Source: an optimization exercise on an open RTL-to-GDS flow (aim: small area, a short achievable clock period and few clock cycles). Production flows keep margins and buffers that such runs may drop. The RTL was checked by simulation tests, not by an equivalence proof against the original design. The flow treats the clock pin as an ideal source. Dropping or thinning the clock tree relies on that and would not hold on a real chip.

## AEC
module AEC(clk, rst, ascii_in, ready, valid, result);
input clk;
input rst;
input ready;
input [7:0] ascii_in;
output valid;
output [6:0] result;
reg valid_r;            
reg k_dig, k_pm, k_mul, k_lp, k_rp;    
reg [3:0] xv;           
wire active = k_dig | k_pm | k_mul | k_lp | k_rp;
wire inexpr = ready | active;
wire [7:0] a = ascii_in;
wire is_eq  = a[4] & a[3] & a[2];              
wire is_dig = a[6] | (a[4] & ~(a[3] & a[2]));  
wire is_op  = ~a[6] & ~a[4];                   
wire [2:0] a_inc = a[2:0] + 3'd1;
always @(posedge clk) begin
	if (rst) begin
		valid_r <= 1'b0;
		k_dig   <= 1'b0;
		k_pm    <= 1'b0;
		k_mul   <= 1'b0;
		k_lp    <= 1'b0;
		k_rp    <= 1'b0;
	end else begin
		valid_r <= inexpr & is_eq;
		k_dig   <= inexpr & is_dig;
		k_pm    <= inexpr & is_op & a[0] & (a[1] | a[2]);  
		k_mul   <= inexpr & is_op & ~a[0] & a[1];           
		k_lp    <= inexpr & is_op & ~a[0] & ~a[1];          
		k_rp    <= inexpr & is_op & a[0] & ~a[2] & ~a[1];   
	end
	xv <= a[6] ? {1'b1, a_inc} :
	      is_op ? {a[2], 3'b000} :
	      a[3:0];
end
reg [6:0] A, B, K;
reg [13:0] E0;            
reg [6:0] E1;             
reg v1;                   
reg [6:0] T;              
reg tm;                   
reg [5:0] F;              
reg po;                   
wire v0 = |F;
wire pop = k_rp & F[0] & ~tm;      
wire tclose = k_rp & F[0] & tm;    
wire push = k_lp & po & ~v1;       
wire topen = k_lp & po & v1;       
wire [6:0] S_o = {7{pop}} & E0[13:7];
wire [6:0] r0 = {7{xv[0]}} & B;
wire [6:0] r1 = {7{xv[1]}} & {B[5:0], 1'b0};
wire [6:0] r2 = {7{xv[2]}} & {B[4:0], 2'b0};
wire sub = k_pm & xv[3];
wire cin = k_mul | sub;
wire [6:0] r3 = ({7{xv[3] & ~k_pm}} & {B[3:0], 3'b0}) | S_o | ({7{k_mul}} & ~B) |
                ({7{k_pm}} & (K ^ {7{sub}}));
wire [6:0] s1 = r0 ^ r1 ^ r2;
wire [6:0] c1 = (r0 & r1) | (r0 & r2) | (r1 & r2);
wire [6:0] t1 = {c1[5:0], 1'b0};
wire [6:0] s2 = s1 ^ t1 ^ r3;
wire [6:0] c2 = (s1 & t1) | (s1 & r3) | (t1 & r3);
wire [6:0] t2 = {c2[5:0], cin};
wire [6:0] s3 = s2 ^ t2 ^ A;
wire [6:0] c3 = (s2 & t2) | (s2 & A) | (t2 & A);
wire [6:0] P = s2 + t2;
wire [6:0] Q = s3 + {c3[5:0], 1'b0};
  ...
Size in the first run: ~350 cells after synthesis, roughly 68 flip-flops, about 0.0035 sq mm of cells after synthesis.
==> module AEC, before the edit <==
module AEC(clk, rst, ascii_in, ready, valid, result);
input clk;
input rst;
input ready;
input [7:0] ascii_in;
output valid;
output [6:0] result;
reg valid_r;            
reg k_dig, k_pm, k_mul, k_lp, k_rp;    
reg [3:0] xv;           
wire active = k_dig | k_pm | k_mul | k_lp | k_rp;
wire inexpr = ready | active;
wire [7:0] a = ascii_in;
wire is_eq  = a[4] & a[3] & a[2];              
wire is_dig = a[6] | (a[4] & ~(a[3] & a[2]));  
wire is_op  = ~a[6] & ~a[4];                   
wire [2:0] a_inc = a[2:0] + 3'd1;
always @(posedge clk) begin
	if (rst) begin
		valid_r <= 1'b0;
		k_dig   <= 1'b0;
		k_pm    <= 1'b0;
		k_mul   <= 1'b0;
		k_lp    <= 1'b0;
		k_rp    <= 1'b0;
	end else begin
		valid_r <= inexpr & is_eq;
		k_dig   <= inexpr & is_dig;
		k_pm    <= inexpr & is_op & a[0] & (a[1] | a[2]);  
		k_mul   <= inexpr & is_op & ~a[0] & a[1];           
		k_lp    <= inexpr & is_op & ~a[0] & ~a[1];          
		k_rp    <= inexpr & is_op & a[0] & ~a[2] & ~a[1];   
	end
	xv <= a[6] ? {1'b1, a_inc} :
	      is_op ? {a[2], 3'b000} :
	      a[3:0];
end
reg [6:0] A, B, K;
reg [13:0] E0;            
reg [6:0] E1;             
reg v1;                   
reg [6:0] T;              
reg tm;                   
reg [5:0] F;              
reg po;                   
wire v0 = |F;
wire pop = k_rp & F[0] & ~tm;      
wire tclose = k_rp & F[0] & tm;    
wire push = k_lp & po & ~v1;       
wire topen = k_lp & po & v1;       
wire [6:0] S_o = {7{pop}} & E0[13:7];
wire [6:0] r0 = {7{xv[0]}} & B;
wire [6:0] r1 = {7{xv[1]}} & {B[5:0], 1'b0};
wire [6:0] r2 = {7{xv[2]}} & {B[4:0], 2'b0};
wire sub = k_pm & xv[3];
wire cin = k_mul | sub;
wire [6:0] r3 = ({7{xv[3] & ~k_pm}} & {B[3:0], 3'b0}) | S_o | ({7{k_mul}} & ~B) |
                ({7{k_pm}} & (K ^ {7{sub}}));
wire [6:0] s1 = r0 ^ r1 ^ r2;
wire [6:0] c1 = (r0 & r1) | (r0 & r2) | (r1 & r2);
wire [6:0] t1 = {c1[5:0], 1'b0};
wire [6:0] s2 = s1 ^ t1 ^ r3;
wire [6:0] c2 = (s1 & t1) | (s1 & r3) | (t1 & r3);
wire [6:0] t2 = {c2[5:0], cin};
wire [6:0] s3 = s2 ^ t2 ^ A;
wire [6:0] c3 = (s2 & t2) | (s2 & A) | (t2 & A);
wire [6:0] P = s2 + t2;
wire [6:0] Q = s3 + {c3[5:0], 1'b0};
wire a_q = active & ~push & ~k_pm;
wire b_a = k_rp & ~tclose;
wire b_h = k_mul | k_lp | tclose;
wire k_h = k_dig | k_pm | k_mul | (k_rp & ~F[0]);
always @(posedge clk) begin
	A <= ({7{a_q}} & Q) | ({7{k_pm}} & A);
	B <= ({7{k_dig | k_pm}} & P) | ({7{b_a}} & A) | ({7{b_h}} & B) | {6'd0, ~active};
	K <= ({7{k_lp}} & B) | ({7{tclose}} & T) | ({7{pop}} & E0[6:0]) |
	     ({7{k_h}} & K) | {6'd0, ~active};
	po <= k_mul | k_pm;
	F <= ({6{active & ~k_lp & ~k_rp}} & F) | ({6{k_lp}} & {F[4:0], po}) |
	     ({6{k_rp}} & {1'b0, F[5:1]});
	v1 <= (active & ~push & ~pop & v1) | (push & v0);
	tm <= (active & ~tclose & tm) | topen;
	E0 <= ({14{push}} & {A, K}) | ({14{pop}} & {E1, 7'd1}) | ({14{~push & ~pop}} & E0);
	E1 <= ({7{push}} & E0[13:7]) | ({7{~push}} & E1);
	T  <= ({7{topen}} & K) | ({7{~topen}} & T);
end
assign valid  = valid_r;
assign result = A;
endmodule
clock: 14.0 ns
lec_check: 0
cap_margin: 20
core_margin: 2
core_utilization: 50
slew_margin: 20
standard.sh (not shown) runs the stock make flow with config.mk's settings and CLKGATE_MAP_FILE= SYNTH_SCRIPT=/design/flow/synth_recipe.tcl, a recipe that flattens the netlist after the stock synthesis.
==> flow/flow/run.sh <==
#!/bin/bash
# Runs the standard ORFS layout (standard.sh) with the extra make
# settings listed one per line in flow/make_args, and flow/pre_cts.tcl as
# the CTS step's PRE_CTS_TCL hook (it builds the clock tree itself).
# make's output goes to standard_flow.log; each ORFS step also writes its
# own log under orfs/logs/.
set -euo pipefail
mapfile -t extra < flow/make_args
bash standard.sh "${extra[@]}" "PRE_CTS_TCL=$PWD/flow/pre_cts.tcl" finish > standard_flow.log 2>&1
Other scripts of this flow, unchanged in this note and not shown: flow/flow/make_args, flow/flow/pre_cts.tcl
The baseline completed without violations.
Testbench counts at the start, summed over its fixed seeds: cycles 27,544.
==> next run, changes <==
--- a/flow/design.v
+++ b/flow/design.v
@@ -33,5 +33,5 @@
 	end
 	xv <= a[6] ? {1'b1, a_inc} :
-	      is_op ? {a[2], 3'b000} :
+	      is_op ? {1'b0, a[2], 2'b00} :
 	      a[3:0];
 end
@@ -39,10 +39,9 @@
 reg [13:0] E0;            
 reg [6:0] E1;             
-reg v1;                   
+reg v0, v1;               
 reg [6:0] T;              
 reg tm;                   
 reg [5:0] F;              
 reg po;                   
-wire v0 = |F;
 wire pop = k_rp & F[0] & ~tm;      
 wire tclose = k_rp & F[0] & tm;    
@@ -53,8 +52,5 @@
 wire [6:0] r1 = {7{xv[1]}} & {B[5:0], 1'b0};
 wire [6:0] r2 = {7{xv[2]}} & {B[4:0], 2'b0};
-wire sub = k_pm & xv[3];
-wire cin = k_mul | sub;
-wire [6:0] r3 = ({7{xv[3] & ~k_pm}} & {B[3:0], 3'b0}) | S_o | ({7{k_mul}} & ~B) |
-                ({7{k_pm}} & (K ^ {7{sub}}));
+wire [6:0] r3 = ({7{xv[3]}} & {B[3:0], 3'b0}) | S_o | ({7{k_mul}} & ~B);
 wire [6:0] s1 = r0 ^ r1 ^ r2;
 wire [6:0] c1 = (r0 & r1) | (r0 & r2) | (r1 & r2);
@@ -62,9 +58,10 @@
 wire [6:0] s2 = s1 ^ t1 ^ r3;
 wire [6:0] c2 = (s1 & t1) | (s1 & r3) | (t1 & r3);
-wire [6:0] t2 = {c2[5:0], cin};
+wire [6:0] t2 = {c2[5:0], k_mul};
 wire [6:0] s3 = s2 ^ t2 ^ A;
 wire [6:0] c3 = (s2 & t2) | (s2 & A) | (t2 & A);
 wire [6:0] P = s2 + t2;
 wire [6:0] Q = s3 + {c3[5:0], 1'b0};
+wire [6:0] negK = ~K + 7'd1;
 wire a_q = active & ~push & ~k_pm;
 wire b_a = k_rp & ~tclose;
@@ -73,5 +70,6 @@
 always @(posedge clk) begin
 	A <= ({7{a_q}} & Q) | ({7{k_pm}} & A);
-	B <= ({7{k_dig | k_pm}} & P) | ({7{b_a}} & A) | ({7{b_h}} & B) | {6'd0, ~active};
+	B <= ({7{k_dig}} & P) | ({7{k_pm & ~xv[2]}} & K) | ({7{k_pm & xv[2]}} & negK) |
+	     ({7{b_a}} & A) | ({7{b_h}} & B) | {6'd0, ~active};
 	K <= ({7{k_lp}} & B) | ({7{tclose}} & T) | ({7{pop}} & E0[6:0]) |
 	     ({7{k_h}} & K) | {6'd0, ~active};
@@ -79,4 +77,5 @@
 	F <= ({6{active & ~k_lp & ~k_rp}} & F) | ({6{k_lp}} & {F[4:0], po}) |
 	     ({6{k_rp}} & {1'b0, F[5:1]});
+	v0 <= (active & ~push & ~pop & v0) | push | (pop & v1);
 	v1 <= (active & ~push & ~pop & v1) | (push & v0);
 	tm <= (active & ~tclose & tm) | topen;
Sequential cell count is higher by 1.
Core utilization falls by 0.48 points.
Setup slack degrades by 0.046 ns.
Cell area drops slightly.
Wire length rises by a few percent.
Clock skew stays flat.
Maximum frequency went down slightly.
Critical path depth stays the same.
Testbench counts after the change, summed over its fixed seeds: cycles 27,544.
No run of this note takes its clock network from TritonCTS; it comes from the design's own scripts or RTL.

static timing again, ports no longer ideal:
The results above use ideal ports. As a check the final layouts listed here were re-extracted and re-timed, cells and wires unchanged. Step 1 sets driving cells, clkbuf_16 on the clock port and buf_2 on the other inputs (assumed; they add their load-dependent delay and slew). Step 2 times the ports against the registers' clock, not the clock port: input delays grow and output delays shrink by t, the midpoint of the rising clock arrivals with the driver on. a / b / c = ideal / step 1 / step 2; a / b = the first two.
run | shift t [ns] | setup WS [ns] | slew at the worst register clock pin (ns)
the first run | 0.218 | 10.466 / 10.389 / 10.352 | 0.08 / 0.08
the second run | 0.217 | 10.421 / 10.344 / 10.380 | 0.08 / 0.08
After both steps setup and hold are still met in every run listed. The setup slack of the first run, which loses most, moves by -0.077 ns with the drivers and by -0.114 ns with both steps.
